From an optimization exercise on the open Yosys and OpenROAD flow, aimed at small area and a short achievable clock period; shortcuts taken in it are not production practice. Function was checked by simulation only, so behaviour that the tests miss may differ from the original. No activity file was given, so power comes from the tool's default toggle rates.

`flow/run.sh`:
```
#!/bin/bash
# synth_recipe.tcl (not shown) runs the flow's synth.tcl, then flattens the netlist and writes it again
# the make line also repeats each setting of config.mk as NAME=value (left out here)
make -C /OpenROAD-flow-scripts/flow DESIGN_CONFIG=/design/flow/config.mk WORK_HOME=/design/flow/orfs CLKGATE_MAP_FILE= SYNTH_SCRIPT=/design/flow/synth_recipe.tcl finish
```
`flow/config.mk`:
```
export PLATFORM = sky130hd
export DESIGN_NAME = gg_deblock_filter_top
export DESIGN_NICKNAME = gg_deblock_filter_top
export VERILOG_FILES = /design/flow/design.v
export SDC_FILE = /design/flow/constraint.sdc
export NUM_CORES = 4
export LEC_CHECK = 0
export ABC_AREA = 1
export CAP_MARGIN = 20
export CORE_MARGIN = 2
export CORE_UTILIZATION = 30
export PLACE_DENSITY = 0.35
export SLEW_MARGIN = 20
```
`flow/constraint.sdc`:
```
create_clock -name core_clock -period 27.0 [get_ports {clk}]
set_input_delay 5.4000 -clock core_clock [delete_from_list [all_inputs] [get_ports {clk}]]
set_output_delay 5.4000 -clock core_clock [all_outputs]
set_load 0.01 [all_outputs]
```
`flow/design.v`:
```
`timescale 1ns / 1ps
module gg_deblock_stage1
(
    input  logic [0:3][0:15][7:0] blki,
    input  logic [0:2][41:0]      thr,
    input  logic [0:2][0:1]       is4,
    input  logic [0:2][0:1]       is13,
    output logic [0:3][4:0]       vflg
);
    genvar ii;
    generate
        for (ii = 0; ii < 4; ii++) begin : g_v
            gg_deblock_dec _dec (
                .thr ( thr[0] ), .is4 ( is4[0][ii/2] ), .is13 ( is13[0][ii/2] ),
                .pi ( { blki[2][3+4*ii], blki[2][2+4*ii], blki[2][1+4*ii], blki[2][0+4*ii] } ),
                .qi ( { blki[3][0+4*ii], blki[3][1+4*ii], blki[3][2+4*ii], blki[3][3+4*ii] } ),
                .flags ( vflg[ii] )
            );
        end
    endgenerate
endmodule
module gg_deblock_stage2
(
    input  logic [0:3][0:15][7:0] blki,
    output logic [0:3][0:15][7:0] blkm,    
    input  logic [0:2][41:0]      thr,
    input  logic [0:2][0:1][14:0] tcs,
    input  logic [0:2][0:1]       is4,
    input  logic [0:2][0:1]       is13,
    input  logic                  ch_flag,
    input  logic [0:3][4:0]       vflg,
    output logic [0:7][4:0]       hflg,
    output logic [0:7][17:0]      hclp
);
    logic [0:15][7:0] cur_blk;
    logic [0:15][7:0] lef_blk;
    assign blkm[0] = blki[0];
    assign blkm[1] = blki[1];
    assign blkm[2] = lef_blk;
    assign blkm[3] = cur_blk;
    genvar ii;
    generate
        for (ii = 0; ii < 4; ii++) begin : g_v
            gg_deblock_dp #(.MODE(0)) _dp (
                .ch_flag ( ch_flag ), .tcs ( tcs[0][ii/2] ), .flags ( vflg[ii] ), .clp ( 18'd0 ),
                .pi ( { blki[2][3+4*ii], blki[2][2+4*ii], blki[2][1+4*ii], blki[2][0+4*ii] } ),
                .qi ( { blki[3][0+4*ii], blki[3][1+4*ii], blki[3][2+4*ii], blki[3][3+4*ii] } ),
                .po ( { lef_blk[3+4*ii], lef_blk[2+4*ii], lef_blk[1+4*ii], lef_blk[0+4*ii] } ),
                .qo ( { cur_blk[0+4*ii], cur_blk[1+4*ii], cur_blk[2+4*ii], cur_blk[3+4*ii] } )
            );
        end
        for (ii = 0; ii < 4; ii++) begin : g_h
            gg_deblock_dec _dec1 (
                .thr ( thr[1] ), .is4 ( is4[1][ii/2] ), .is13 ( is13[1][ii/2] ),
                .pi ( { blki[0][3*4+ii], blki[0][2*4+ii], blki[0][1*4+ii], blki[0][0*4+ii] } ),
                .qi ( { lef_blk[0*4+ii], lef_blk[1*4+ii], lef_blk[2*4+ii], lef_blk[3*4+ii] } ),
                .flags ( hflg[ii] )
            );
            gg_deblock_clip _clp1 (
                .ch_flag ( ch_flag ), .tcs ( tcs[1][ii/2] ), .flags ( hflg[ii] ),
                .pi ( { blki[0][3*4+ii], blki[0][2*4+ii], blki[0][1*4+ii], blki[0][0*4+ii] } ),
                .qi ( { lef_blk[0*4+ii], lef_blk[1*4+ii], lef_blk[2*4+ii], lef_blk[3*4+ii] } ),
                .clp ( hclp[ii] )
            );
            gg_deblock_dec _dec2 (
                .thr ( thr[2] ), .is4 ( is4[2][ii/2] ), .is13 ( is13[2][ii/2] ),
                .pi ( { blki[1][3*4+ii], blki[1][2*4+ii], blki[1][1*4+ii], blki[1][0*4+ii] } ),
                .qi ( { cur_blk[0*4+ii], cur_blk[1*4+ii], cur_blk[2*4+ii], cur_blk[3*4+ii] } ),
                .flags ( hflg[4+ii] )
            );
            gg_deblock_clip _clp2 (
                .ch_flag ( ch_flag ), .tcs ( tcs[2][ii/2] ), .flags ( hflg[4+ii] ),
                .pi ( { blki[1][3*4+ii], blki[1][2*4+ii], blki[1][1*4+ii], blki[1][0*4+ii] } ),
                .qi ( { cur_blk[0*4+ii], cur_blk[1*4+ii], cur_blk[2*4+ii], cur_blk[3*4+ii] } ),
                .clp ( hclp[4+ii] )
            );
        end
    endgenerate
endmodule
module gg_deblock_stage3
(
    input  logic [0:3][0:15][7:0] blkm,
    output logic [0:3][0:15][7:0] blko,
    input  logic [1:2][0:1][14:0] tcs,
    input  logic                  ch_flag,
    input  logic [0:7][4:0]       hflg,
    input  logic [0:7][17:0]      hclp
);
    genvar ii;
    generate
        for (ii = 0; ii < 4; ii++) begin : g_h
            gg_deblock_dp #(.MODE(2)) _dp1 (
                .ch_flag ( ch_flag ), .tcs ( tcs[1][ii/2] ), .flags ( hflg[ii] ), .clp ( hclp[ii] ),
                .pi ( { blkm[0][3*4+ii], blkm[0][2*4+ii], blkm[0][1*4+ii], blkm[0][0*4+ii] } ),
                .qi ( { blkm[2][0*4+ii], blkm[2][1*4+ii], blkm[2][2*4+ii], blkm[2][3*4+ii] } ),
                .po ( { blko[0][3*4+ii], blko[0][2*4+ii], blko[0][1*4+ii], blko[0][0*4+ii] } ),
                .qo ( { blko[2][0*4+ii], blko[2][1*4+ii], blko[2][2*4+ii], blko[2][3*4+ii] } )
            );
            gg_deblock_dp #(.MODE(2)) _dp2 (
                .ch_flag ( ch_flag ), .tcs ( tcs[2][ii/2] ), .flags ( hflg[4+ii] ), .clp ( hclp[4+ii] ),
                .pi ( { blkm[1][3*4+ii], blkm[1][2*4+ii], blkm[1][1*4+ii], blkm[1][0*4+ii] } ),
                .qi ( { blkm[3][0*4+ii], blkm[3][1*4+ii], blkm[3][2*4+ii], blkm[3][3*4+ii] } ),
                .po ( { blko[1][3*4+ii], blko[1][2*4+ii], blko[1][1*4+ii], blko[1][0*4+ii] } ),
                .qo ( { blko[3][0*4+ii], blko[3][1*4+ii], blko[3][2*4+ii], blko[3][3*4+ii] } )
            );
        end
    endgenerate
endmodule
module gg_deblock_index
(
    input  logic [0:3][5:0] qpz,
    input  logic [4:0] FilterOffsetA,
    input  logic [4:0] FilterOffsetB,
    input  logic ch_flag,
    output logic [0:2][6:0] tA,      
    output logic [0:2][6:0] tB
);
    function automatic logic [5:0] qpc(input logic [5:0] i);
        case (i)
            6'd0: qpc = 6'd0;
            6'd1: qpc = 6'd1;
            6'd2: qpc = 6'd2;
            6'd3: qpc = 6'd3;
            6'd4: qpc = 6'd4;
            6'd5: qpc = 6'd5;
            6'd6: qpc = 6'd6;
            6'd7: qpc = 6'd7;
            6'd8: qpc = 6'd8;
            6'd9: qpc = 6'd9;
            6'd10: qpc = 6'd10;
            6'd11: qpc = 6'd11;
            6'd12: qpc = 6'd12;
            6'd13: qpc = 6'd13;
            6'd14: qpc = 6'd14;
            6'd15: qpc = 6'd15;
            6'd16: qpc = 6'd16;
            6'd17: qpc = 6'd17;
            6'd18: qpc = 6'd18;
            6'd19: qpc = 6'd19;
            6'd20: qpc = 6'd20;
            6'd21: qpc = 6'd21;
            6'd22: qpc = 6'd22;
            6'd23: qpc = 6'd23;
            6'd24: qpc = 6'd24;
            6'd25: qpc = 6'd25;
            6'd26: qpc = 6'd26;
            6'd27: qpc = 6'd27;
            6'd28: qpc = 6'd28;
            6'd29: qpc = 6'd29;
            6'd30: qpc = 6'd29;
            6'd31: qpc = 6'd30;
            6'd32: qpc = 6'd31;
            6'd33: qpc = 6'd32;
            6'd34: qpc = 6'd32;
            6'd35: qpc = 6'd33;
            6'd36: qpc = 6'd34;
            6'd37: qpc = 6'd34;
            6'd38: qpc = 6'd35;
            6'd39: qpc = 6'd35;
            6'd40: qpc = 6'd36;
            6'd41: qpc = 6'd36;
            6'd42: qpc = 6'd37;
            6'd43: qpc = 6'd37;
            6'd44: qpc = 6'd37;
            6'd45: qpc = 6'd38;
            6'd46: qpc = 6'd38;
            6'd47: qpc = 6'd38;
            6'd48: qpc = 6'd39;
            6'd49: qpc = 6'd39;
            6'd50: qpc = 6'd39;
            6'd51: qpc = 6'd39;
            default: qpc = 6'd39;
        endcase
    endfunction
    function automatic logic [6:0] qsum(input logic [5:0] qa, input logic [5:0] qb, input logic [4:0] ofs);
        logic [7:0] a, b, c, s, cy, t;
        a = {2'b00, qa};
        b = {2'b00, qb};
        c = {ofs[4], ofs[4], ofs[4:0], 1'b1};         
        s  = a ^ b ^ c;
        cy = {(a[6:0] & b[6:0]) | (a[6:0] & c[6:0]) | (b[6:0] & c[6:0]), 1'b0};
        t = s + cy;
        qsum = t[7:1];
    endfunction
    logic [5:0] qa [0:3];
    always_comb begin
        for (int b = 0; b < 4; b++) qa[b] = ch_flag ? qpc(qpz[b]) : qpz[b];
        tA[0] = qsum(qa[2], qa[3], FilterOffsetA);  tB[0] = qsum(qa[2], qa[3], FilterOffsetB);
        tA[1] = qsum(qa[0], qa[2], FilterOffsetA);  tB[1] = qsum(qa[0], qa[2], FilterOffsetB);
        tA[2] = qsum(qa[1], qa[3], FilterOffsetA);  tB[2] = qsum(qa[1], qa[3], FilterOffsetB);
    end
endmodule
module gg_deblock_params
(
    input  logic [0:2][6:0] tA,
    input  logic [0:2][6:0] tB,
    input  logic [0:2][0:1][2:0] bs,
    output logic [0:2][41:0]      thr,
    output logic [0:2][0:1][14:0] tcs,
    output logic [0:2][0:1]       is4,
    output logic [0:2][0:1]       is13
);
    function automatic logic [7:0] alpha_f(input logic [5:0] i);
        case (i)
            6'd0: alpha_f = 8'd0;
            6'd1: alpha_f = 8'd0;
            6'd2: alpha_f = 8'd0;
            6'd3: alpha_f = 8'd0;
            6'd4: alpha_f = 8'd0;
            6'd5: alpha_f = 8'd0;
            6'd6: alpha_f = 8'd0;
            6'd7: alpha_f = 8'd0;
            6'd8: alpha_f = 8'd0;
            6'd9: alpha_f = 8'd0;
            6'd10: alpha_f = 8'd0;
            6'd11: alpha_f = 8'd0;
            6'd12: alpha_f = 8'd0;
            6'd13: alpha_f = 8'd0;
            6'd14: alpha_f = 8'd0;
            6'd15: alpha_f = 8'd0;
            6'd16: alpha_f = 8'd4;
            6'd17: alpha_f = 8'd4;
            6'd18: alpha_f = 8'd5;
            6'd19: alpha_f = 8'd6;
            6'd20: alpha_f = 8'd7;
            6'd21: alpha_f = 8'd8;
            6'd22: alpha_f = 8'd9;
            6'd23: alpha_f = 8'd10;
            6'd24: alpha_f = 8'd12;
            6'd25: alpha_f = 8'd13;
            6'd26: alpha_f = 8'd15;
            6'd27: alpha_f = 8'd17;
            6'd28: alpha_f = 8'd20;
            6'd29: alpha_f = 8'd22;
            6'd30: alpha_f = 8'd25;
            6'd31: alpha_f = 8'd28;
            6'd32: alpha_f = 8'd32;
            6'd33: alpha_f = 8'd36;
            6'd34: alpha_f = 8'd40;
            6'd35: alpha_f = 8'd45;
            6'd36: alpha_f = 8'd50;
            6'd37: alpha_f = 8'd56;
            6'd38: alpha_f = 8'd63;
            6'd39: alpha_f = 8'd71;
            6'd40: alpha_f = 8'd80;
            6'd41: alpha_f = 8'd90;
            6'd42: alpha_f = 8'd101;
            6'd43: alpha_f = 8'd113;
            6'd44: alpha_f = 8'd127;
            6'd45: alpha_f = 8'd144;
            6'd46: alpha_f = 8'd162;
            6'd47: alpha_f = 8'd182;
            6'd48: alpha_f = 8'd203;
            6'd49: alpha_f = 8'd226;
            6'd50: alpha_f = 8'd255;
            6'd51: alpha_f = 8'd255;
            default: alpha_f = 8'd255;
        endcase
    endfunction
    function automatic logic [7:0] alpha_m1_f(input logic [5:0] i);
        case (i)
            6'd0: alpha_m1_f = 8'd0;
            6'd1: alpha_m1_f = 8'd0;
            6'd2: alpha_m1_f = 8'd0;
            6'd3: alpha_m1_f = 8'd0;
            6'd4: alpha_m1_f = 8'd0;
            6'd5: alpha_m1_f = 8'd0;
            6'd6: alpha_m1_f = 8'd0;
            6'd7: alpha_m1_f = 8'd0;
            6'd8: alpha_m1_f = 8'd0;
            6'd9: alpha_m1_f = 8'd0;
            6'd10: alpha_m1_f = 8'd0;
            6'd11: alpha_m1_f = 8'd0;
            6'd12: alpha_m1_f = 8'd0;
            6'd13: alpha_m1_f = 8'd0;
            6'd14: alpha_m1_f = 8'd0;
            6'd15: alpha_m1_f = 8'd0;
            6'd16: alpha_m1_f = 8'd3;
            6'd17: alpha_m1_f = 8'd3;
            6'd18: alpha_m1_f = 8'd4;
            6'd19: alpha_m1_f = 8'd5;
            6'd20: alpha_m1_f = 8'd6;
            6'd21: alpha_m1_f = 8'd7;
            6'd22: alpha_m1_f = 8'd8;
            6'd23: alpha_m1_f = 8'd9;
            6'd24: alpha_m1_f = 8'd11;
            6'd25: alpha_m1_f = 8'd12;
            6'd26: alpha_m1_f = 8'd14;
            6'd27: alpha_m1_f = 8'd16;
            6'd28: alpha_m1_f = 8'd19;
            6'd29: alpha_m1_f = 8'd21;
            6'd30: alpha_m1_f = 8'd24;
            6'd31: alpha_m1_f = 8'd27;
            6'd32: alpha_m1_f = 8'd31;
            6'd33: alpha_m1_f = 8'd35;
            6'd34: alpha_m1_f = 8'd39;
            6'd35: alpha_m1_f = 8'd44;
            6'd36: alpha_m1_f = 8'd49;
            6'd37: alpha_m1_f = 8'd55;
            6'd38: alpha_m1_f = 8'd62;
            6'd39: alpha_m1_f = 8'd70;
            6'd40: alpha_m1_f = 8'd79;
            6'd41: alpha_m1_f = 8'd89;
            6'd42: alpha_m1_f = 8'd100;
            6'd43: alpha_m1_f = 8'd112;
            6'd44: alpha_m1_f = 8'd126;
            6'd45: alpha_m1_f = 8'd143;
            6'd46: alpha_m1_f = 8'd161;
            6'd47: alpha_m1_f = 8'd181;
            6'd48: alpha_m1_f = 8'd202;
            6'd49: alpha_m1_f = 8'd225;
            6'd50: alpha_m1_f = 8'd254;
            6'd51: alpha_m1_f = 8'd254;
            default: alpha_m1_f = 8'd254;
        endcase
    endfunction
    function automatic logic [6:0] alpha4_f(input logic [5:0] i);
        case (i)
            6'd0: alpha4_f = 7'd2;
            6'd1: alpha4_f = 7'd2;
            6'd2: alpha4_f = 7'd2;
            6'd3: alpha4_f = 7'd2;
            6'd4: alpha4_f = 7'd2;
            6'd5: alpha4_f = 7'd2;
            6'd6: alpha4_f = 7'd2;
            6'd7: alpha4_f = 7'd2;
            6'd8: alpha4_f = 7'd2;
            6'd9: alpha4_f = 7'd2;
            6'd10: alpha4_f = 7'd2;
            6'd11: alpha4_f = 7'd2;
            6'd12: alpha4_f = 7'd2;
            6'd13: alpha4_f = 7'd2;
            6'd14: alpha4_f = 7'd2;
            6'd15: alpha4_f = 7'd2;
            6'd16: alpha4_f = 7'd3;
            6'd17: alpha4_f = 7'd3;
            6'd18: alpha4_f = 7'd3;
            6'd19: alpha4_f = 7'd3;
            6'd20: alpha4_f = 7'd3;
            6'd21: alpha4_f = 7'd4;
            6'd22: alpha4_f = 7'd4;
            6'd23: alpha4_f = 7'd4;
            6'd24: alpha4_f = 7'd5;
            6'd25: alpha4_f = 7'd5;
            6'd26: alpha4_f = 7'd5;
            6'd27: alpha4_f = 7'd6;
            6'd28: alpha4_f = 7'd7;
            6'd29: alpha4_f = 7'd7;
            6'd30: alpha4_f = 7'd8;
            6'd31: alpha4_f = 7'd9;
            6'd32: alpha4_f = 7'd10;
            6'd33: alpha4_f = 7'd11;
            6'd34: alpha4_f = 7'd12;
            6'd35: alpha4_f = 7'd13;
            6'd36: alpha4_f = 7'd14;
            6'd37: alpha4_f = 7'd16;
            6'd38: alpha4_f = 7'd17;
            6'd39: alpha4_f = 7'd19;
            6'd40: alpha4_f = 7'd22;
            6'd41: alpha4_f = 7'd24;
            6'd42: alpha4_f = 7'd27;
            6'd43: alpha4_f = 7'd30;
            6'd44: alpha4_f = 7'd33;
            6'd45: alpha4_f = 7'd38;
            6'd46: alpha4_f = 7'd42;
            6'd47: alpha4_f = 7'd47;
            6'd48: alpha4_f = 7'd52;
            6'd49: alpha4_f = 7'd58;
            6'd50: alpha4_f = 7'd65;
            6'd51: alpha4_f = 7'd65;
            default: alpha4_f = 7'd65;
        endcase
    endfunction
    function automatic logic [6:0] alpha4_m1_f(input logic [5:0] i);
        case (i)
            6'd0: alpha4_m1_f = 7'd1;
            6'd1: alpha4_m1_f = 7'd1;
            6'd2: alpha4_m1_f = 7'd1;
            6'd3: alpha4_m1_f = 7'd1;
            6'd4: alpha4_m1_f = 7'd1;
            6'd5: alpha4_m1_f = 7'd1;
            6'd6: alpha4_m1_f = 7'd1;
            6'd7: alpha4_m1_f = 7'd1;
            6'd8: alpha4_m1_f = 7'd1;
            6'd9: alpha4_m1_f = 7'd1;
            6'd10: alpha4_m1_f = 7'd1;
            6'd11: alpha4_m1_f = 7'd1;
            6'd12: alpha4_m1_f = 7'd1;
            6'd13: alpha4_m1_f = 7'd1;
            6'd14: alpha4_m1_f = 7'd1;
            6'd15: alpha4_m1_f = 7'd1;
            6'd16: alpha4_m1_f = 7'd2;
            6'd17: alpha4_m1_f = 7'd2;
            6'd18: alpha4_m1_f = 7'd2;
            6'd19: alpha4_m1_f = 7'd2;
            6'd20: alpha4_m1_f = 7'd2;
            6'd21: alpha4_m1_f = 7'd3;
            6'd22: alpha4_m1_f = 7'd3;
            6'd23: alpha4_m1_f = 7'd3;
            6'd24: alpha4_m1_f = 7'd4;
            6'd25: alpha4_m1_f = 7'd4;
            6'd26: alpha4_m1_f = 7'd4;
            6'd27: alpha4_m1_f = 7'd5;
            6'd28: alpha4_m1_f = 7'd6;
            6'd29: alpha4_m1_f = 7'd6;
            6'd30: alpha4_m1_f = 7'd7;
            6'd31: alpha4_m1_f = 7'd8;
            6'd32: alpha4_m1_f = 7'd9;
            6'd33: alpha4_m1_f = 7'd10;
            6'd34: alpha4_m1_f = 7'd11;
            6'd35: alpha4_m1_f = 7'd12;
            6'd36: alpha4_m1_f = 7'd13;
            6'd37: alpha4_m1_f = 7'd15;
            6'd38: alpha4_m1_f = 7'd16;
            6'd39: alpha4_m1_f = 7'd18;
            6'd40: alpha4_m1_f = 7'd21;
            6'd41: alpha4_m1_f = 7'd23;
            6'd42: alpha4_m1_f = 7'd26;
            6'd43: alpha4_m1_f = 7'd29;
            6'd44: alpha4_m1_f = 7'd32;
            6'd45: alpha4_m1_f = 7'd37;
            6'd46: alpha4_m1_f = 7'd41;
            6'd47: alpha4_m1_f = 7'd46;
            6'd48: alpha4_m1_f = 7'd51;
            6'd49: alpha4_m1_f = 7'd57;
            6'd50: alpha4_m1_f = 7'd64;
            6'd51: alpha4_m1_f = 7'd64;
            default: alpha4_m1_f = 7'd64;
        endcase
    endfunction
    function automatic logic [4:0] beta_f(input logic [5:0] i);
        case (i)
            6'd0: beta_f = 5'd0;
            6'd1: beta_f = 5'd0;
            6'd2: beta_f = 5'd0;
            6'd3: beta_f = 5'd0;
            6'd4: beta_f = 5'd0;
            6'd5: beta_f = 5'd0;
            6'd6: beta_f = 5'd0;
            6'd7: beta_f = 5'd0;
            6'd8: beta_f = 5'd0;
            6'd9: beta_f = 5'd0;
            6'd10: beta_f = 5'd0;
            6'd11: beta_f = 5'd0;
            6'd12: beta_f = 5'd0;
            6'd13: beta_f = 5'd0;
            6'd14: beta_f = 5'd0;
            6'd15: beta_f = 5'd0;
            6'd16: beta_f = 5'd2;
            6'd17: beta_f = 5'd2;
            6'd18: beta_f = 5'd2;
            6'd19: beta_f = 5'd3;
            6'd20: beta_f = 5'd3;
            6'd21: beta_f = 5'd3;
            6'd22: beta_f = 5'd3;
            6'd23: beta_f = 5'd4;
            6'd24: beta_f = 5'd4;
            6'd25: beta_f = 5'd4;
            6'd26: beta_f = 5'd6;
            6'd27: beta_f = 5'd6;
            6'd28: beta_f = 5'd7;
            6'd29: beta_f = 5'd7;
            6'd30: beta_f = 5'd8;
            6'd31: beta_f = 5'd8;
            6'd32: beta_f = 5'd9;
            6'd33: beta_f = 5'd9;
            6'd34: beta_f = 5'd10;
            6'd35: beta_f = 5'd10;
            6'd36: beta_f = 5'd11;
            6'd37: beta_f = 5'd11;
            6'd38: beta_f = 5'd12;
            6'd39: beta_f = 5'd12;
            6'd40: beta_f = 5'd13;
            6'd41: beta_f = 5'd13;
            6'd42: beta_f = 5'd14;
            6'd43: beta_f = 5'd14;
            6'd44: beta_f = 5'd15;
            6'd45: beta_f = 5'd15;
            6'd46: beta_f = 5'd16;
            6'd47: beta_f = 5'd16;
            6'd48: beta_f = 5'd17;
            6'd49: beta_f = 5'd17;
            6'd50: beta_f = 5'd18;
            6'd51: beta_f = 5'd18;
            default: beta_f = 5'd18;
        endcase
    endfunction
    function automatic logic [4:0] beta_m1_f(input logic [5:0] i);
        case (i)
            6'd0: beta_m1_f = 5'd0;
            6'd1: beta_m1_f = 5'd0;
            6'd2: beta_m1_f = 5'd0;
            6'd3: beta_m1_f = 5'd0;
            6'd4: beta_m1_f = 5'd0;
            6'd5: beta_m1_f = 5'd0;
            6'd6: beta_m1_f = 5'd0;
            6'd7: beta_m1_f = 5'd0;
            6'd8: beta_m1_f = 5'd0;
            6'd9: beta_m1_f = 5'd0;
            6'd10: beta_m1_f = 5'd0;
            6'd11: beta_m1_f = 5'd0;
            6'd12: beta_m1_f = 5'd0;
            6'd13: beta_m1_f = 5'd0;
            6'd14: beta_m1_f = 5'd0;
            6'd15: beta_m1_f = 5'd0;
            6'd16: beta_m1_f = 5'd1;
            6'd17: beta_m1_f = 5'd1;
            6'd18: beta_m1_f = 5'd1;
            6'd19: beta_m1_f = 5'd2;
            6'd20: beta_m1_f = 5'd2;
            6'd21: beta_m1_f = 5'd2;
            6'd22: beta_m1_f = 5'd2;
            6'd23: beta_m1_f = 5'd3;
            6'd24: beta_m1_f = 5'd3;
            6'd25: beta_m1_f = 5'd3;
            6'd26: beta_m1_f = 5'd5;
            6'd27: beta_m1_f = 5'd5;
            6'd28: beta_m1_f = 5'd6;
            6'd29: beta_m1_f = 5'd6;
            6'd30: beta_m1_f = 5'd7;
            6'd31: beta_m1_f = 5'd7;
            6'd32: beta_m1_f = 5'd8;
            6'd33: beta_m1_f = 5'd8;
            6'd34: beta_m1_f = 5'd9;
            6'd35: beta_m1_f = 5'd9;
            6'd36: beta_m1_f = 5'd10;
            6'd37: beta_m1_f = 5'd10;
            6'd38: beta_m1_f = 5'd11;
            6'd39: beta_m1_f = 5'd11;
            6'd40: beta_m1_f = 5'd12;
            6'd41: beta_m1_f = 5'd12;
            6'd42: beta_m1_f = 5'd13;
            6'd43: beta_m1_f = 5'd13;
            6'd44: beta_m1_f = 5'd14;
            6'd45: beta_m1_f = 5'd14;
            6'd46: beta_m1_f = 5'd15;
            6'd47: beta_m1_f = 5'd15;
            6'd48: beta_m1_f = 5'd16;
            6'd49: beta_m1_f = 5'd16;
            6'd50: beta_m1_f = 5'd17;
            6'd51: beta_m1_f = 5'd17;
            default: beta_m1_f = 5'd17;
        endcase
    endfunction
    function automatic logic [4:0] tc0_r0_f(input logic [5:0] i);
        case (i)
            6'd0: tc0_r0_f = 5'd0;
            6'd1: tc0_r0_f = 5'd0;
            6'd2: tc0_r0_f = 5'd0;
            6'd3: tc0_r0_f = 5'd0;
            6'd4: tc0_r0_f = 5'd0;
            6'd5: tc0_r0_f = 5'd0;
            6'd6: tc0_r0_f = 5'd0;
            6'd7: tc0_r0_f = 5'd0;
            6'd8: tc0_r0_f = 5'd0;
            6'd9: tc0_r0_f = 5'd0;
            6'd10: tc0_r0_f = 5'd0;
            6'd11: tc0_r0_f = 5'd0;
            6'd12: tc0_r0_f = 5'd0;
            6'd13: tc0_r0_f = 5'd0;
            6'd14: tc0_r0_f = 5'd0;
            6'd15: tc0_r0_f = 5'd0;
            6'd16: tc0_r0_f = 5'd0;
            6'd17: tc0_r0_f = 5'd0;
            6'd18: tc0_r0_f = 5'd0;
            6'd19: tc0_r0_f = 5'd0;
            6'd20: tc0_r0_f = 5'd0;
            6'd21: tc0_r0_f = 5'd0;
            6'd22: tc0_r0_f = 5'd0;
            6'd23: tc0_r0_f = 5'd1;
            6'd24: tc0_r0_f = 5'd1;
            6'd25: tc0_r0_f = 5'd1;
            6'd26: tc0_r0_f = 5'd1;
            6'd27: tc0_r0_f = 5'd1;
            6'd28: tc0_r0_f = 5'd1;
            6'd29: tc0_r0_f = 5'd1;
            6'd30: tc0_r0_f = 5'd1;
            6'd31: tc0_r0_f = 5'd1;
            6'd32: tc0_r0_f = 5'd1;
            6'd33: tc0_r0_f = 5'd2;
            6'd34: tc0_r0_f = 5'd2;
            6'd35: tc0_r0_f = 5'd2;
            6'd36: tc0_r0_f = 5'd2;
            6'd37: tc0_r0_f = 5'd3;
            6'd38: tc0_r0_f = 5'd3;
            6'd39: tc0_r0_f = 5'd3;
            6'd40: tc0_r0_f = 5'd4;
            6'd41: tc0_r0_f = 5'd4;
            6'd42: tc0_r0_f = 5'd4;
            6'd43: tc0_r0_f = 5'd5;
            6'd44: tc0_r0_f = 5'd6;
            6'd45: tc0_r0_f = 5'd6;
            6'd46: tc0_r0_f = 5'd7;
            6'd47: tc0_r0_f = 5'd8;
            6'd48: tc0_r0_f = 5'd9;
            6'd49: tc0_r0_f = 5'd10;
            6'd50: tc0_r0_f = 5'd11;
            6'd51: tc0_r0_f = 5'd13;
            default: tc0_r0_f = 5'd13;
        endcase
    endfunction
    function automatic logic [4:0] tc0_r1_f(input logic [5:0] i);
        case (i)
            6'd0: tc0_r1_f = 5'd0;
            6'd1: tc0_r1_f = 5'd0;
            6'd2: tc0_r1_f = 5'd0;
            6'd3: tc0_r1_f = 5'd0;
            6'd4: tc0_r1_f = 5'd0;
            6'd5: tc0_r1_f = 5'd0;
            6'd6: tc0_r1_f = 5'd0;
            6'd7: tc0_r1_f = 5'd0;
            6'd8: tc0_r1_f = 5'd0;
            6'd9: tc0_r1_f = 5'd0;
            6'd10: tc0_r1_f = 5'd0;
            6'd11: tc0_r1_f = 5'd0;
            6'd12: tc0_r1_f = 5'd0;
            6'd13: tc0_r1_f = 5'd0;
            6'd14: tc0_r1_f = 5'd0;
            6'd15: tc0_r1_f = 5'd0;
            6'd16: tc0_r1_f = 5'd0;
            6'd17: tc0_r1_f = 5'd0;
            6'd18: tc0_r1_f = 5'd0;
            6'd19: tc0_r1_f = 5'd0;
            6'd20: tc0_r1_f = 5'd0;
            6'd21: tc0_r1_f = 5'd1;
            6'd22: tc0_r1_f = 5'd1;
            6'd23: tc0_r1_f = 5'd1;
            6'd24: tc0_r1_f = 5'd1;
            6'd25: tc0_r1_f = 5'd1;
            6'd26: tc0_r1_f = 5'd1;
            6'd27: tc0_r1_f = 5'd1;
            6'd28: tc0_r1_f = 5'd1;
            6'd29: tc0_r1_f = 5'd1;
            6'd30: tc0_r1_f = 5'd1;
            6'd31: tc0_r1_f = 5'd2;
            6'd32: tc0_r1_f = 5'd2;
            6'd33: tc0_r1_f = 5'd2;
            6'd34: tc0_r1_f = 5'd2;
            6'd35: tc0_r1_f = 5'd3;
            6'd36: tc0_r1_f = 5'd3;
            6'd37: tc0_r1_f = 5'd3;
            6'd38: tc0_r1_f = 5'd4;
            6'd39: tc0_r1_f = 5'd4;
            6'd40: tc0_r1_f = 5'd5;
            6'd41: tc0_r1_f = 5'd5;
            6'd42: tc0_r1_f = 5'd6;
            6'd43: tc0_r1_f = 5'd7;
            6'd44: tc0_r1_f = 5'd8;
            6'd45: tc0_r1_f = 5'd8;
            6'd46: tc0_r1_f = 5'd10;
            6'd47: tc0_r1_f = 5'd11;
            6'd48: tc0_r1_f = 5'd12;
            6'd49: tc0_r1_f = 5'd13;
            6'd50: tc0_r1_f = 5'd15;
            6'd51: tc0_r1_f = 5'd17;
            default: tc0_r1_f = 5'd17;
        endcase
    endfunction
    function automatic logic [4:0] tc0_r2_f(input logic [5:0] i);
        case (i)
            6'd0: tc0_r2_f = 5'd0;
            6'd1: tc0_r2_f = 5'd0;
            6'd2: tc0_r2_f = 5'd0;
            6'd3: tc0_r2_f = 5'd0;
            6'd4: tc0_r2_f = 5'd0;
            6'd5: tc0_r2_f = 5'd0;
            6'd6: tc0_r2_f = 5'd0;
            6'd7: tc0_r2_f = 5'd0;
            6'd8: tc0_r2_f = 5'd0;
            6'd9: tc0_r2_f = 5'd0;
            6'd10: tc0_r2_f = 5'd0;
            6'd11: tc0_r2_f = 5'd0;
            6'd12: tc0_r2_f = 5'd0;
            6'd13: tc0_r2_f = 5'd0;
            6'd14: tc0_r2_f = 5'd0;
            6'd15: tc0_r2_f = 5'd0;
            6'd16: tc0_r2_f = 5'd0;
            6'd17: tc0_r2_f = 5'd1;
            6'd18: tc0_r2_f = 5'd1;
            6'd19: tc0_r2_f = 5'd1;
            6'd20: tc0_r2_f = 5'd1;
            6'd21: tc0_r2_f = 5'd1;
            6'd22: tc0_r2_f = 5'd1;
            6'd23: tc0_r2_f = 5'd1;
            6'd24: tc0_r2_f = 5'd1;
            6'd25: tc0_r2_f = 5'd1;
            6'd26: tc0_r2_f = 5'd1;
            6'd27: tc0_r2_f = 5'd2;
            6'd28: tc0_r2_f = 5'd2;
            6'd29: tc0_r2_f = 5'd2;
            6'd30: tc0_r2_f = 5'd2;
            6'd31: tc0_r2_f = 5'd3;
            6'd32: tc0_r2_f = 5'd3;
            6'd33: tc0_r2_f = 5'd3;
            6'd34: tc0_r2_f = 5'd4;
            6'd35: tc0_r2_f = 5'd4;
            6'd36: tc0_r2_f = 5'd4;
            6'd37: tc0_r2_f = 5'd5;
            6'd38: tc0_r2_f = 5'd6;
            6'd39: tc0_r2_f = 5'd6;
            6'd40: tc0_r2_f = 5'd7;
            6'd41: tc0_r2_f = 5'd8;
            6'd42: tc0_r2_f = 5'd9;
            6'd43: tc0_r2_f = 5'd10;
            6'd44: tc0_r2_f = 5'd11;
            6'd45: tc0_r2_f = 5'd13;
            6'd46: tc0_r2_f = 5'd14;
            6'd47: tc0_r2_f = 5'd16;
            6'd48: tc0_r2_f = 5'd18;
            6'd49: tc0_r2_f = 5'd20;
            6'd50: tc0_r2_f = 5'd23;
            6'd51: tc0_r2_f = 5'd25;
            default: tc0_r2_f = 5'd25;
        endcase
    endfunction
    function automatic logic [5:0] clip_idx(input logic [6:0] t);
        clip_idx = t[6] ? 6'd0 : (t[5:0] > 6'd51) ? 6'd51 : t[5:0];
    endfunction
    function automatic logic [14:0] tcs_f(input logic [1:0] r, input logic [5:0] i);
        logic [4:0] v;
        v = (r == 2'd1) ? tc0_r1_f(i) : (r == 2'd2) ? tc0_r2_f(i) : tc0_r0_f(i);
        tcs_f = { v, v + 5'd1, v + 5'd2 };
    endfunction
    logic [5:0] idxA, idxB;
    logic [1:0] r0, r1;
    always_comb begin
        for (int e = 0; e < 3; e++) begin
            idxA = clip_idx(tA[e]);
            idxB = clip_idx(tB[e]);
            thr[e] = { alpha_f(idxA), alpha_m1_f(idxA), 1'b0, alpha4_f(idxA), 1'b0, alpha4_m1_f(idxA),
                       beta_f(idxB), beta_m1_f(idxB) };
            r0 = (bs[e][0] == 3'd3) ? 2'd2 : 2'd0;
            r1 = (bs[e][0] == 3'd0 && bs[e][1] == 3'd2) ? 2'd1 : (bs[e][1] == 3'd3) ? 2'd2 : 2'd0;
            tcs[e][0] = tcs_f(r0, idxA);
            tcs[e][1] = tcs_f(r1, idxA);
            for (int h = 0; h < 2; h++) begin
                is4[e][h]  = bs[e][h] == 3'd4;
                is13[e][h] = bs[e][h] != 3'd4 && bs[e][h] != 3'd0;
            end
        end
    end
endmodule
module gg_deblock_dec
(
    input  logic [41:0] thr,
    input  logic is4,
    input  logic is13,
    input  logic [0:3][7:0] pi,
    input  logic [0:3][7:0] qi,
    output logic [4:0] flags
);
    function automatic logic absd_lt5(input logic [7:0] a, input logic [7:0] b,
                                      input logic [4:0] t, input logic [4:0] t_m1);
        logic [8:0] d;
        logic [4:0] m;
        d = {1'b0, a} - {1'b0, b};
        m = d[4:0] ^ {5{d[8]}};
        absd_lt5 = (d[8:5] == {4{d[8]}}) && (d[8] ? (m < t_m1) : (m < t));
    endfunction
    logic [7:0] alpha, alpha_m1;
    logic [6:0] alpha4, alpha4_m1;
    logic [4:0] beta, beta_m1;
    logic [8:0] d0;
    logic [7:0] m8;
    logic [6:0] m7;
    logic f, ap1, aq1, ap2, aq2, pq_a, pq_a4;
    always_comb begin
        alpha     = thr[41:34];
        alpha_m1  = thr[33:26];
        alpha4    = thr[24:18];
        alpha4_m1 = thr[16:10];
        beta      = thr[9:5];
        beta_m1   = thr[4:0];
        d0  = {1'b0, qi[0]} - {1'b0, pi[0]};
        m8  = d0[7:0] ^ {8{d0[8]}};
        m7  = m8[6:0];
        pq_a  = d0[8] ? (m8 < alpha_m1) : (m8 < alpha);
        pq_a4 = (d0[8:7] == {2{d0[8]}}) && (d0[8] ? (m7 < alpha4_m1) : (m7 < alpha4));
        ap1   = absd_lt5(pi[1], pi[0], beta, beta_m1);
        aq1   = absd_lt5(qi[1], qi[0], beta, beta_m1);
        ap2   = absd_lt5(pi[2], pi[0], beta, beta_m1);
        aq2   = absd_lt5(qi[2], qi[0], beta, beta_m1);
        f = pq_a & ap1 & aq1;
        flags = { f & is4, f & is13, ap2, aq2, pq_a4 };
    end
endmodule
module gg_deblock_dp
#(
    parameter int MODE = 0
)
(
    input  logic ch_flag,
    input  logic [14:0] tcs,         
    input  logic [4:0] flags,
    input  logic [17:0] clp,         
    input  logic [0:3][7:0] pi,
    input  logic [0:3][7:0] qi,
    output logic [0:3][7:0] po,
    output logic [0:3][7:0] qo
);
    function automatic logic [11:0] csa_s(input logic [11:0] a, input logic [11:0] b, input logic [11:0] c);
        csa_s = a ^ b ^ c;
    endfunction
    function automatic logic [11:0] csa_c(input logic [11:0] a, input logic [11:0] b, input logic [11:0] c);
        csa_c = ((a & b) | (a & c) | (b & c)) << 1;
    endfunction
    logic [11:0] p0, p1, p2, p3, q0, q1, q2, q3;
    assign p0 = {4'd0, pi[0]};  assign p1 = {4'd0, pi[1]};  assign p2 = {4'd0, pi[2]};  assign p3 = {4'd0, pi[3]};
    assign q0 = {4'd0, qi[0]};  assign q1 = {4'd0, qi[1]};  assign q2 = {4'd0, qi[2]};  assign q3 = {4'd0, qi[3]};
    logic str_en, nrm_en, ap2, aq2, sm, pstr, qstr;
    logic [4:0] tc0, tc;
    logic [11:0] ts, tcy, tqs, tqcy;                  
    logic [11:0] a1, b1, a2, b2, a3, b3;
    logic [11:0] dnum, ynum, yqnum, X, Xq, p1d, q1d;
    logic [11:0] C2, Cq2, p0f, q0f, p2f, q2f, p0cf, q0cf;
    logic [8:0] dsh;
    logic hi, lo, p1neg, q1neg, p1big, q1big;
    logic [5:0] dclip, k1, k1q;
    logic [7:0] p0n, q0n, p1n, q1n;
    always_comb begin
        { str_en, nrm_en, ap2, aq2, sm } = flags;
        pstr = ap2 & sm & !ch_flag;
        qstr = aq2 & sm & !ch_flag;
        tc0 = tcs[14:10];
        tc  = ch_flag ? tcs[9:5] : (ap2 & aq2) ? tcs[4:0] : (ap2 | aq2) ? tcs[9:5] : tcs[14:10];
        a1 = csa_s((q0 << 2) | 12'd3, (~p0 << 2) | 12'd3, p1);  b1 = csa_c((q0 << 2) | 12'd3, (~p0 << 2) | 12'd3, p1);
        a2 = csa_s(a1, b1 | 12'd1, ~q1);  b2 = csa_c(a1, b1 | 12'd1, ~q1);
        dnum = a2 + (b2 | 12'd1) + 12'd1;
        dsh = dnum[11:3];
        hi = !dsh[8] && (dsh[7:0] > {3'd0, tc});
        lo =  dsh[8] && (~dsh[7:0] >= {3'd0, tc});
        if (MODE == 1) begin
            a1 = csa_s((p0 << 2) | 12'd3, (q0 << 2) | 12'd1, p1);  b1 = csa_c((p0 << 2) | 12'd3, (q0 << 2) | 12'd1, p1);
            a2 = csa_s(a1, b1 | 12'd1, ~q1);  b2 = csa_c(a1, b1 | 12'd1, ~q1);
            ynum = a2 + b2;
            a1 = csa_s((p0 << 2) | 12'd3, q0 << 2, q1);  b1 = csa_c((p0 << 2) | 12'd3, q0 << 2, q1);
            a2 = csa_s(a1, b1 | 12'd1, ~p1);  b2 = csa_c(a1, b1 | 12'd1, ~p1);
            yqnum = a2 + b2;
            p0n = hi ? pi[0] + {3'd0, tc} : lo ? pi[0] - {3'd0, tc} : ynum[10:3];
            q0n = hi ? qi[0] - {3'd0, tc} : lo ? qi[0] + {3'd0, tc} : yqnum[10:3];
        end else begin
            ynum = 12'd0;
            yqnum = 12'd0;
            dclip = (MODE == 2) ? clp[17:12] : hi ? {1'b0, tc} : lo ? (6'd0 - {1'b0, tc}) : dsh[5:0];
            p0n = pi[0] + {{2{dclip[5]}}, dclip};
            q0n = qi[0] - {{2{dclip[5]}}, dclip};
        end
        X   = csa_s((p2 << 1) | 12'd1, p0, q0) + csa_c((p2 << 1) | 12'd1, p0, q0);
        Xq  = csa_s((q2 << 1) | 12'd1, p0, q0) + csa_c((q2 << 1) | 12'd1, p0, q0);
        a1 = csa_s((p2 << 1) | 12'd1, p0, q0);  b1 = csa_c((p2 << 1) | 12'd1, p0, q0);
        a2 = csa_s(a1, b1 | 12'd1, (~p1 << 2) | 12'd3);  b2 = csa_c(a1, b1 | 12'd1, (~p1 << 2) | 12'd3);
        p1d = a2 + b2;
        a1 = csa_s((q2 << 1) | 12'd1, p0, q0);  b1 = csa_c((q2 << 1) | 12'd1, p0, q0);
        a2 = csa_s(a1, b1 | 12'd1, (~q1 << 2) | 12'd3);  b2 = csa_c(a1, b1 | 12'd1, (~q1 << 2) | 12'd3);
        q1d = a2 + b2;
        p1neg = p1d[11];
        q1neg = q1d[11];
        p1big = p1d[10:2] > {4'd0, tc0};
        q1big = q1d[10:2] > {4'd0, tc0};
        if (MODE == 1) begin
            p1n = p1neg ? pi[1] - {3'd0, tc0} : p1big ? pi[1] + {3'd0, tc0} : X[9:2];
            q1n = q1neg ? qi[1] - {3'd0, tc0} : q1big ? qi[1] + {3'd0, tc0} : Xq[9:2];
        end else begin
            k1  = (MODE == 2) ? clp[11:6] : p1neg ? (6'd0 - {1'b0, tc0}) : p1big ? {1'b0, tc0} : p1d[7:2];
            k1q = (MODE == 2) ? clp[5:0]  : q1neg ? (6'd0 - {1'b0, tc0}) : q1big ? {1'b0, tc0} : q1d[7:2];
            p1n = pi[1] + {{2{k1[5]}}, k1};
            q1n = qi[1] + {{2{k1q[5]}}, k1q};
        end
        ts   = csa_s(p1, p0, q0);  tcy  = csa_c(p1, p0, q0);
        tqs  = csa_s(q1, p0, q0);  tqcy = csa_c(q1, p0, q0);
        C2  = csa_s(ts, tcy | 12'd1, p2) + (csa_c(ts, tcy | 12'd1, p2) | 12'd1);
        Cq2 = csa_s(tqs, tqcy | 12'd1, q2) + (csa_c(tqs, tqcy | 12'd1, q2) | 12'd1);
        a1 = csa_s(p2, q1, (ts << 1) | 12'd1);  b1 = csa_c(p2, q1, (ts << 1) | 12'd1);
        a2 = csa_s(a1, b1 | 12'd1, (tcy << 1) | 12'd2);  b2 = csa_c(a1, b1 | 12'd1, (tcy << 1) | 12'd2);
        p0f = a2 + b2;
        a1 = csa_s(q2, p1, (tqs << 1) | 12'd1);  b1 = csa_c(q2, p1, (tqs << 1) | 12'd1);
        a2 = csa_s(a1, b1 | 12'd1, (tqcy << 1) | 12'd2);  b2 = csa_c(a1, b1 | 12'd1, (tqcy << 1) | 12'd2);
        q0f = a2 + b2;
        a1 = csa_s((p3 << 1) | 12'd1, (p2 << 1) | 12'd1, p2);  b1 = csa_c((p3 << 1) | 12'd1, (p2 << 1) | 12'd1, p2);
        a2 = csa_s(a1, b1 | 12'd1, ts);  b2 = csa_c(a1, b1 | 12'd1, ts);
        a3 = csa_s(a2, b2 | 12'd1, tcy);  b3 = csa_c(a2, b2 | 12'd1, tcy);
        p2f = a3 + b3;
        a1 = csa_s((q3 << 1) | 12'd1, (q2 << 1) | 12'd1, q2);  b1 = csa_c((q3 << 1) | 12'd1, (q2 << 1) | 12'd1, q2);
        a2 = csa_s(a1, b1 | 12'd1, tqs);  b2 = csa_c(a1, b1 | 12'd1, tqs);
        a3 = csa_s(a2, b2 | 12'd1, tqcy);  b3 = csa_c(a2, b2 | 12'd1, tqcy);
        q2f = a3 + b3;
        p0cf = csa_s((p1 << 1) | 12'd1, p0, q1) + (csa_c((p1 << 1) | 12'd1, p0, q1) | 12'd1);
        q0cf = csa_s((q1 << 1) | 12'd1, q0, p1) + (csa_c((q1 << 1) | 12'd1, q0, p1) | 12'd1);
        po = pi;
        qo = qi;
        if (str_en) begin
            if (pstr) begin
                po[0] = p0f[10:3]; po[1] = C2[9:2]; po[2] = p2f[10:3];
            end else
                po[0] = p0cf[9:2];
            if (qstr) begin
                qo[0] = q0f[10:3]; qo[1] = Cq2[9:2]; qo[2] = q2f[10:3];
            end else
                qo[0] = q0cf[9:2];
        end else if (nrm_en) begin
            po[0] = p0n;
            qo[0] = q0n;
            if (ap2 && !ch_flag) po[1] = p1n;
            if (aq2 && !ch_flag) qo[1] = q1n;
        end
    end
endmodule
module gg_deblock_clip
(
    input  logic ch_flag,
    input  logic [14:0] tcs,         
    input  logic [4:0] flags,
    input  logic [0:3][7:0] pi,
    input  logic [0:3][7:0] qi,
    output logic [17:0] clp
);
    function automatic logic [11:0] csa_s(input logic [11:0] a, input logic [11:0] b, input logic [11:0] c);
        csa_s = a ^ b ^ c;
    endfunction
    function automatic logic [11:0] csa_c(input logic [11:0] a, input logic [11:0] b, input logic [11:0] c);
        csa_c = ((a & b) | (a & c) | (b & c)) << 1;
    endfunction
    logic [11:0] p0, p1, p2, q0, q1, q2;
    assign p0 = {4'd0, pi[0]};  assign p1 = {4'd0, pi[1]};  assign p2 = {4'd0, pi[2]};
    assign q0 = {4'd0, qi[0]};  assign q1 = {4'd0, qi[1]};  assign q2 = {4'd0, qi[2]};
    logic ap2, aq2;
    logic [4:0] tc0, tc;
    logic [11:0] a1, b1, a2, b2, dnum, p1d, q1d;
    logic [8:0] dsh;
    logic hi, lo;
    always_comb begin
        ap2 = flags[2];
        aq2 = flags[1];
        tc0 = tcs[14:10];
        tc  = ch_flag ? tcs[9:5] : (ap2 & aq2) ? tcs[4:0] : (ap2 | aq2) ? tcs[9:5] : tcs[14:10];
        a1 = csa_s((q0 << 2) | 12'd3, (~p0 << 2) | 12'd3, p1);  b1 = csa_c((q0 << 2) | 12'd3, (~p0 << 2) | 12'd3, p1);
        a2 = csa_s(a1, b1 | 12'd1, ~q1);  b2 = csa_c(a1, b1 | 12'd1, ~q1);
        dnum = a2 + (b2 | 12'd1) + 12'd1;
        dsh = dnum[11:3];
        a1 = csa_s((p2 << 1) | 12'd1, p0, q0);  b1 = csa_c((p2 << 1) | 12'd1, p0, q0);
        a2 = csa_s(a1, b1 | 12'd1, (~p1 << 2) | 12'd3);  b2 = csa_c(a1, b1 | 12'd1, (~p1 << 2) | 12'd3);
        p1d = a2 + b2;
        a1 = csa_s((q2 << 1) | 12'd1, p0, q0);  b1 = csa_c((q2 << 1) | 12'd1, p0, q0);
        a2 = csa_s(a1, b1 | 12'd1, (~q1 << 2) | 12'd3);  b2 = csa_c(a1, b1 | 12'd1, (~q1 << 2) | 12'd3);
        q1d = a2 + b2;
        hi = !dsh[8] && (dsh[7:0] > {3'd0, tc});
        lo =  dsh[8] && (~dsh[7:0] >= {3'd0, tc});
        clp[17:12] = hi ? {1'b0, tc} : lo ? (6'd0 - {1'b0, tc}) : dsh[5:0];
        clp[11:6]  = p1d[11] ? (6'd0 - {1'b0, tc0}) : (p1d[10:2] > {4'd0, tc0}) ? {1'b0, tc0} : p1d[7:2];
        clp[5:0]   = q1d[11] ? (6'd0 - {1'b0, tc0}) : (q1d[10:2] > {4'd0, tc0}) ? {1'b0, tc0} : q1d[7:2];
    end
endmodule
`timescale 1ns / 1ps
module gg_deblock_filter_top (
    input  logic         clk,
    input  logic [511:0] blki_d,
    input  logic [17:0]  bs_d,
    input  logic [23:0]  qpz_d,
    input  logic [4:0]   FilterOffsetA_d,
    input  logic [4:0]   FilterOffsetB_d,
    input  logic         ch_flag_d,
    output logic [511:0] blko_q
);
    logic [0:3][0:15][7:0] blki_w;
    logic [0:3][5:0]       qpz_w;
    logic [0:2][0:1][2:0]  bs_w;
    logic [0:2][6:0]       tA_w, tB_w;
    logic [0:2][41:0]      thr_w;
    logic [0:2][0:1][14:0] tcs_w;
    logic [0:2][0:1]       is4_w, is13_w;
    logic [0:3][4:0]       vflg_w;
    assign blki_w = blki_d;
    assign qpz_w  = qpz_d;
    assign bs_w   = bs_d;
    gg_deblock_index _idx (
        .qpz(qpz_w), .FilterOffsetA(FilterOffsetA_d), .FilterOffsetB(FilterOffsetB_d),
        .ch_flag(ch_flag_d), .tA(tA_w), .tB(tB_w)
    );
    gg_deblock_params _par1 (
        .tA(tA_w), .tB(tB_w), .bs(bs_w),
        .thr(thr_w), .tcs(tcs_w), .is4(is4_w), .is13(is13_w)
    );
    gg_deblock_stage1 _st1 (
        .blki ( blki_w ), .thr ( thr_w ), .is4 ( is4_w ), .is13 ( is13_w ), .vflg ( vflg_w )
    );
    logic [0:3][0:15][7:0] blki;
    logic [0:2][6:0]       tA, tB;
    logic [0:2][0:1][2:0]  bs;
    logic                  ch_flag;
    logic [0:3][4:0]       vflg;
    always_ff @(posedge clk) begin
        blki    <= blki_d;
        tA      <= tA_w;
        tB      <= tB_w;
        bs      <= bs_d;
        ch_flag <= ch_flag_d;
        vflg    <= vflg_w;
    end
    logic [0:2][41:0]      thr;
    logic [0:2][0:1][14:0] tcs;
    logic [0:2][0:1]       is4, is13;
    logic [0:3][0:15][7:0] blkm_w;
    logic [0:7][4:0]       hflg_w;
    logic [0:7][17:0]      hclp_w;
    gg_deblock_params _par2 (
        .tA(tA), .tB(tB), .bs(bs),
        .thr(thr), .tcs(tcs), .is4(is4), .is13(is13)
    );
    gg_deblock_stage2 _st2 (
        .blki ( blki ), .blkm ( blkm_w ),
        .thr ( thr ), .tcs ( tcs ), .is4 ( is4 ), .is13 ( is13 ),
        .ch_flag ( ch_flag ), .vflg ( vflg ), .hflg ( hflg_w ), .hclp ( hclp_w )
    );
    logic [0:3][0:15][7:0] blkm;
    logic [0:7][4:0]       hflg;
    logic [0:7][17:0]      hclp;
    logic [1:2][0:1][14:0] tcs_h;
    logic                  ch_flag_h;
    always_ff @(posedge clk) begin
        blkm      <= blkm_w;
        hflg      <= hflg_w;
        hclp      <= hclp_w;
        tcs_h     <= tcs[1:2];
        ch_flag_h <= ch_flag;
    end
    logic [0:3][0:15][7:0] blko;
    gg_deblock_stage3 _st3 (
        .blkm ( blkm ), .blko ( blko ), .tcs ( tcs_h ), .ch_flag ( ch_flag_h ),
        .hflg ( hflg ), .hclp ( hclp )
    );
    assign blko_q = blko;
endmodule
```
==> results.cfg, run 1 <==
[critical_path]
crit_buf_inv = 9
crit_path_start_kind = flip-flop
path_class = reg -> reg
r2r_cells = 78
cpPeakStageDelay_ps = 480
crit_family = simple AND/OR/NAND/NOR gates
path_max_fanout = 11
crit_arrival_ps = 14080
reg2reg_to = hclp[68]
crit_path_frequent_cell = nand2_1
crit_slowest_cell = inv_1
rr_startpoint = tA[18]
required_ps = 27830
r2r_slack_ps = 13750
crit_path_end_kind = flip-flop

[clock_network]
cts_tree = yes
cts_buffer_depth = 4
clk-insertion-delay-late_ps = 1020
cts-root-buf = clkbuf_16
cts.repair.resized = 0
cts_inserted_buffers = 198
numClockSinks = 1283
htreeDepth = 4
path_clk_slew_ps = 60
hold_buffers = 0
post_cts_buffers = 0

[pwr]
power.total_mw = 18.2
peakVddDrop_uv = 58.1
power_density_nw_per_um2 = 82.0
p_leak_nw = 110

[yosys]
ys.warnings.count = 8
synth_edf_count = 0
ys_seq_elements = 1283
syn_area_um2 = 192000
ys_seq_area_share_pct = 13.4
synth.avg_cell_area_um2 = 7.90
synth_ff_type = dfxtp_1
syn_nets = 30100
syn_inst = 24300
synth.distinct_cells = 98
async_flop_share_pct = 0

[sta]
fmax_mhz = 75.5
tightest_slew_ps = 1230
skew_ps = 70.2
maxSlewViolCount = 0
rsz0062_at_grt = no
period_share_pct = 49.1
setup-tns-final_ps = 0
worst_slack_ps = 13750
final_hold_viol_count = 0
hold_slack_ps = 298
setup_viol = 0
period_needed_ps = 13250
slew_headroom_pct = 17.7

[global_route]
grt_max_degree = 55
groute.usage.overall_pct = 26.9
antenna_found_initial = 212
grt_pass1_vias = 165000
overflow = 0
grt_pass1_wl_um = 1250000

[cells_and_area]
nets = 31400
final_common_cell = inv_1
final_cell_mix = 4885 x inv_1, 3248 x nand2_1, 3216 x ha_1
drive_gt1_share_pct = 4.13
final_util_pct = 34.8
design_area_um2 = 221000
fin_cells = 34200
areaGrowthSynthToFinish_pct = 15.4

[route]
drt-initial-drc-count = 11500
wire_per_inst_um = 26.0
viasPerCell = 4.85
wl_um = 890000
first_pass_iters = 5
postRouteAntennaNets = 0
num_vias = 166000
drc = 0

[min_path]
worstHoldEndpoint = blkm[379]
hp-start = blki[379]
hp-class = reg -> reg
hold_path_depth = 0

[floorplanning]
start_util_pct = 30.1
coreArea_um2 = 637000
ios = 1078
rows = 293
die_area_um2 = 646000
die_x_um = 804
fp.dieH_um = 804

[placed_design]
place_congestion = 0.905
post-place-ws_ps = 13950
dpl_cell_area_um2 = 214000
dpl.cell_count = 33800
dp_hpwl_um = 764000
io_buffers = 1077

[run]
maxCapViolCount = 0

[outcome]
status = finished clean
==> state kept, by name, indices dropped and copies added, names as in the netlist, 14 cells and up <==
register / flops
blki: 512
blkm: 512
bs: 18
hclp: 144
hflg: 40
tA: 21
tB: 14
vflg: 20
==> final cells by class <==
type	instances	area, µm²
multi-input combinational	17700	146000
fill	67600	416000
clock buffer	254	5570
sequential	1283	25700
clock inverter	106	1330
antenna	58	145
timing repair buffer	1424	13400
tap	8407	10500
inverter	4968	18700
==> worst max path at each step <==
stage | slack (ps) | depth (start not counted) | start | endpoint
finish | 13750 | 78 | tA[18] | hclp[68]
global placement | 14030 | 78 | tA[18] | hclp[68]
CTS | 13880 | 77 | tA[18] | hclp[70]
global route | 12390 | 76 | tA[18] | hclp[68]
detailed placement | 13950 | 78 | tA[18] | hclp[68]
floorplan | 15790 | 29 | qpz_d[1] | vflg[13]
==> cell usage after synthesis, types with 13 or more instances <==
cell,number,share of area (%)
ha_1,3216,21
o221ai_1,54,0.25
nand4_1,137,0.45
inv_2,46,0.090
o211ai_1,173,0.68
a21oi_1,1727,4.5
buf_4,134,0.52
nor3_1,218,0.57
o21ai_1,57,0.15
a211oi_1,127,0.50
a21o_1,100,0.39
o32ai_1,41,0.19
o2111ai_1,52,0.24
a32oi_1,82,0.37
clkinv_1,34,0.066
nand2_1,3248,6.4
o21ai_2,18,0.082
mux2i_1,18,0.094
nand3b_1,44,0.17
o21ai_0,1594,4.2
a221oi_1,30,0.14
o31ai_1,55,0.22
dfxtp_1,1283,13
or2_2,76,0.25
a21oi_2,32,0.15
and2_1,22,0.072
buf_2,15,0.039
o21a_1,133,0.52
fa_1,2034,21
o22ai_1,150,0.49
nand2_2,39,0.13
xnor2_1,421,1.9
clkbuf_1,188,0.37
nor2_1,2099,4.1
o21bai_1,136,0.53
buf_1,18,0.035
nand3_1,499,1.3
xor2_1,785,3.6
inv_1,4886,9.6
a31oi_1,44,0.14
nor2_2,13,0.042
a21boi_0,36,0.14
==> cell families after synthesis <==
kind of cell	count (synthesis)	share of synthesized area, %
compound gates	4736	14.3
xor+xnor	1210	5.54
fa+ha+maj	5250	42.2
buf+inv	5327	10.7
flops	1283	13.4
mux	19	0.0997
simple gates	6471	13.8
==> routing by layer <==
layer	vias to the layer above	part of all wire (%)	track usage (%)
met5	-	0.022	0
met4	30	1.9	4.96
met3	684	4.5	2.99
met2	3838	43	41.9
met1	80200	50	40.3
li1	81000	-	-
==> report_power, final <==
group / total (mW) / leakage [nW] / switching, mW / internal (mW)
clock network: 2.87 / 3.33 / 1.21 / 1.66
logic: 12.7 / 95.8 / 8.03 / 4.71
registers: 2.55 / 10.8 / 0.410 / 2.14
==> run 2, diff against run 1 <==
--- a/flow/design.v
+++ b/flow/design.v
@@ -990,2 +990,3 @@
     logic [0:3][4:0]       vflg;
+    logic [0:1][14:0]      tcs0;
     always_ff @(posedge clk) begin
@@ -997,5 +998,6 @@
         vflg    <= vflg_w;
+        tcs0    <= tcs_w[0];
     end
     logic [0:2][41:0]      thr;
-    logic [0:2][0:1][14:0] tcs;
+    logic [0:2][0:1][14:0] tcs, tcs_s2;
     logic [0:2][0:1]       is4, is13;
@@ -1008,5 +1010,6 @@
     );
+    assign tcs_s2 = { tcs0, tcs[1], tcs[2] };
     gg_deblock_stage2 _st2 (
         .blki ( blki ), .blkm ( blkm_w ),
-        .thr ( thr ), .tcs ( tcs ), .is4 ( is4 ), .is13 ( is13 ),
+        .thr ( thr ), .tcs ( tcs_s2 ), .is4 ( is4 ), .is13 ( is13 ),
         .ch_flag ( ch_flag ), .vflg ( vflg ), .hflg ( hflg_w ), .hclp ( hclp_w )
==> run 2 against run 1 <==
Still clean. Sequential power is 2% higher. Clock power hardly changed. Via count is 0.60% lower. First-iteration DRC count is 4.6% lower. Cell area hardly changed. Routed wire length is 0.28% higher. Count of clock-buffer cells in the layout is 22 lower. Non-clock buffer count is 9 lower. Critical path type unchanged.
==> results.cfg, run 2 <==
[floorplanning]
rows = 293
die_area_um2 = 646000
fp.dieH_um = 804
die_x_um = 804
ios = 1078
coreArea_um2 = 637000
start_util_pct = 30.1

[sta]
final_hold_viol_count = 0
maxSlewViolCount = 0
period_needed_ps = 12310
setup-tns-final_ps = 0
setup_viol = 0
tightest_slew_ps = 1240
rsz0062_at_grt = no
period_share_pct = 45.6
slew_headroom_pct = 17.2
skew_ps = 65.0
fmax_mhz = 81.2
worst_slack_ps = 14690

[critical_path]
required_ps = 27830
path_max_fanout = 8
crit_buf_inv = 8
crit_slowest_cell = o21ai_2
crit_path_frequent_cell = nand2_1
crit_family = compound AO/OA/AOI/OAI gates
cpPeakStageDelay_ps = 750
crit_path_start_kind = flip-flop
crit_arrival_ps = 13140
crit_path_end_kind = flip-flop
path_class = reg -> reg

[yosys]
ys_seq_elements = 1298
synth_edf_count = 0
ys_seq_area_share_pct = 13.5
synth_area_leaders = fa_1 21%, ha_1 21%, dfxtp_1 14%
syn_area_um2 = 192000
synth.distinct_cells = 95
synth.top_cell.area_share_pct = 21.2
ys.warnings.count = 8
yosysMostFrequentCell = inv_1
syn_inst = 24200
synth_ff_type = dfxtp_1
async_flop_share_pct = 0
synth_commonest_cells = 4827 x inv_1, 3274 x nand2_1, 3217 x ha_1
syn_nets = 30000
synth.avg_cell_area_um2 = 7.93
yosysTopAreaCell = fa_1

[cells_and_area]
design_area_um2 = 221000
top_regs = blki x512, blkm x512, hclp x144
areaGrowthSynthToFinish_pct = 15.4
drive_gt1_share_pct = 4.23
final_cell_mix = 4826 x inv_1, 3273 x nand2_1, 3217 x ha_1
final_common_cell = inv_1
nets = 31300

[clock_network]
cts_buffer_depth = 4
clk-insertion-delay-late_ps = 1000
htreeDepth = 4
hold_buffers = 0
path_clk_slew_ps = 70
cts-root-buf = clkbuf_16
cts.repair.resized = 0
cts_inserted_buffers = 193
post_cts_buffers = 0
numClockSinks = 1298
cts_tree = yes

[placed_design]
post-place-ws_ps = 13960
io_buffers = 1077
dpl_cell_area_um2 = 214000
dp_hpwl_um = 768000
place_congestion = 0.931

[pwr]
power_density_nw_per_um2 = 80.8
switching_share_pct = 52.9
switching_power_mw = 9.47
power.total_mw = 17.9
p_int_mw = 8.42
p_leak_nw = 110
power_frac_comb_pct = 69.5
peakVddDrop_uv = 48.4
clkPwrFrac_pct = 16.0
power_frac_seq_pct = 14.5

[route]
wl_um = 893000
postRouteAntennaNets = 0
drt-initial-drc-count = 11000
first_pass_iters = 9
viasPerCell = 4.83
drc = 0
wire_per_inst_um = 26.1
num_vias = 165000

[outcome]
status = finished clean

[global_route]
antenna_found_initial = 194
grt_pass1_vias = 163000
overflow = 0
groute.usage.overall_pct = 27.0
grt_max_degree = 52
grt_pass1_wl_um = 1250000

[min_path]
hp-class = reg -> reg

[run]
maxCapViolCount = 0
## run 2: worst paths after layout
path	to	depth (start not counted)	slack, ps	from
setup / recovery	hclp[86]	61	14690	blki[57]
hold / removal	blkm[358]	0	310	blki[358]
setup reg to reg	hclp[86]	61	14690	blki[57]
hold reg to reg	blkm[358]	0	310	blki[358]
## run 2: through the flow
step / utilization, % / std cells / hold slack [ps]
global placement: 33.6 / 33700 / 310
global route: 34.7 / 34100 / 316
detailed placement: 33.6 / 33700 / 312
CTS: 34.7 / 34000 / 304
floorplan: - / 24200 / 310
finish: 34.8 / 34100 / 314
## run 2: cells by family (layout without fill, tap and decap cells)
kind of cell | Yosys count | after routing | share of synthesized area, %
fa+ha+maj | 5251 | 5251 | 42.2
buf+inv | 5289 | 6689 | 10.6
simple gates | 6411 | 6411 | 13.7
xor+xnor | 1207 | 1207 | 5.54
other cells | 0 | 131 | 0
compound gates | 4723 | 4723 | 14.3
mux | 23 | 23 | 0.121
flops | 1298 | 1298 | 13.5
## run 2: cell type report
type	count	area [µm²]
Fill cell	67300	415000
Multi-Input combinational cell	17600	146000
Sequential cell	1298	26000
Inverter	4926	18500
Timing Repair Buffer	1415	13300
Tap cell	8407	10500
Clock buffer	232	5220
Clock inverter	116	1570
Antenna cell	131	328
## run 2: power groups by stage
| stage | Combinational [mW] | Sequential (mW) | Clock [mW] |
|---|---|---|---|
| CTS | 12.5 | 2.60 | 2.97 |
| detailed placement | 12.4 | 2.64 | 0 |
| floorplan | 8.65 | 2.40 | 0 |
| global route | 14.2 | 2.62 | 3.01 |
| global placement | 12.3 | 2.64 | 0 |
| finish | 12.4 | 2.59 | 2.86 |
## run 2: metal layers
| metal | vias to the layer above | track usage [%] | part of all wire, % |
|---|---|---|---|
| li1 | 80700 | - | - |
| met1 | 79800 | 39.6 | 49 |
| met2 | 3609 | 42.5 | 44 |
| met3 | 639 | 2.89 | 4.3 |
| met4 | 40 | 6.25 | 2.5 |
| met5 | - | 0 | 0.028 |

[re-timing with driven ports]
The flow's constraints put no driver on any port. The routed layouts listed below were extracted and timed again, unchanged, in two steps.
Step 1: set_driving_cell puts a clkbuf_16 on clk and a buf_2 on each other input, an assumption about the parent block.
Step 2 adds t to the input delays and takes it off the output delays; t is the mean of the earliest and latest rising clock arrival at the registers after step 1. Input paths then give back, and output paths get back, about the clock's delay inside the block.
a / b / c = ideal ports / drivers / drivers and shift; a / b = the first two.
run	shift t [ns]	setup slack, ns	slew at the worst register clock pin (ns)
run 1	1.110	13.752 / 13.752 / 13.752	0.07 / 0.07
run 2	1.111	14.688 / 14.688 / 13.970	0.08 / 0.08
After both steps setup and hold are still met in every run listed. The setup slack of run 2, which loses most, moves by 0.000 ns with the drivers and by -0.718 ns with both steps.
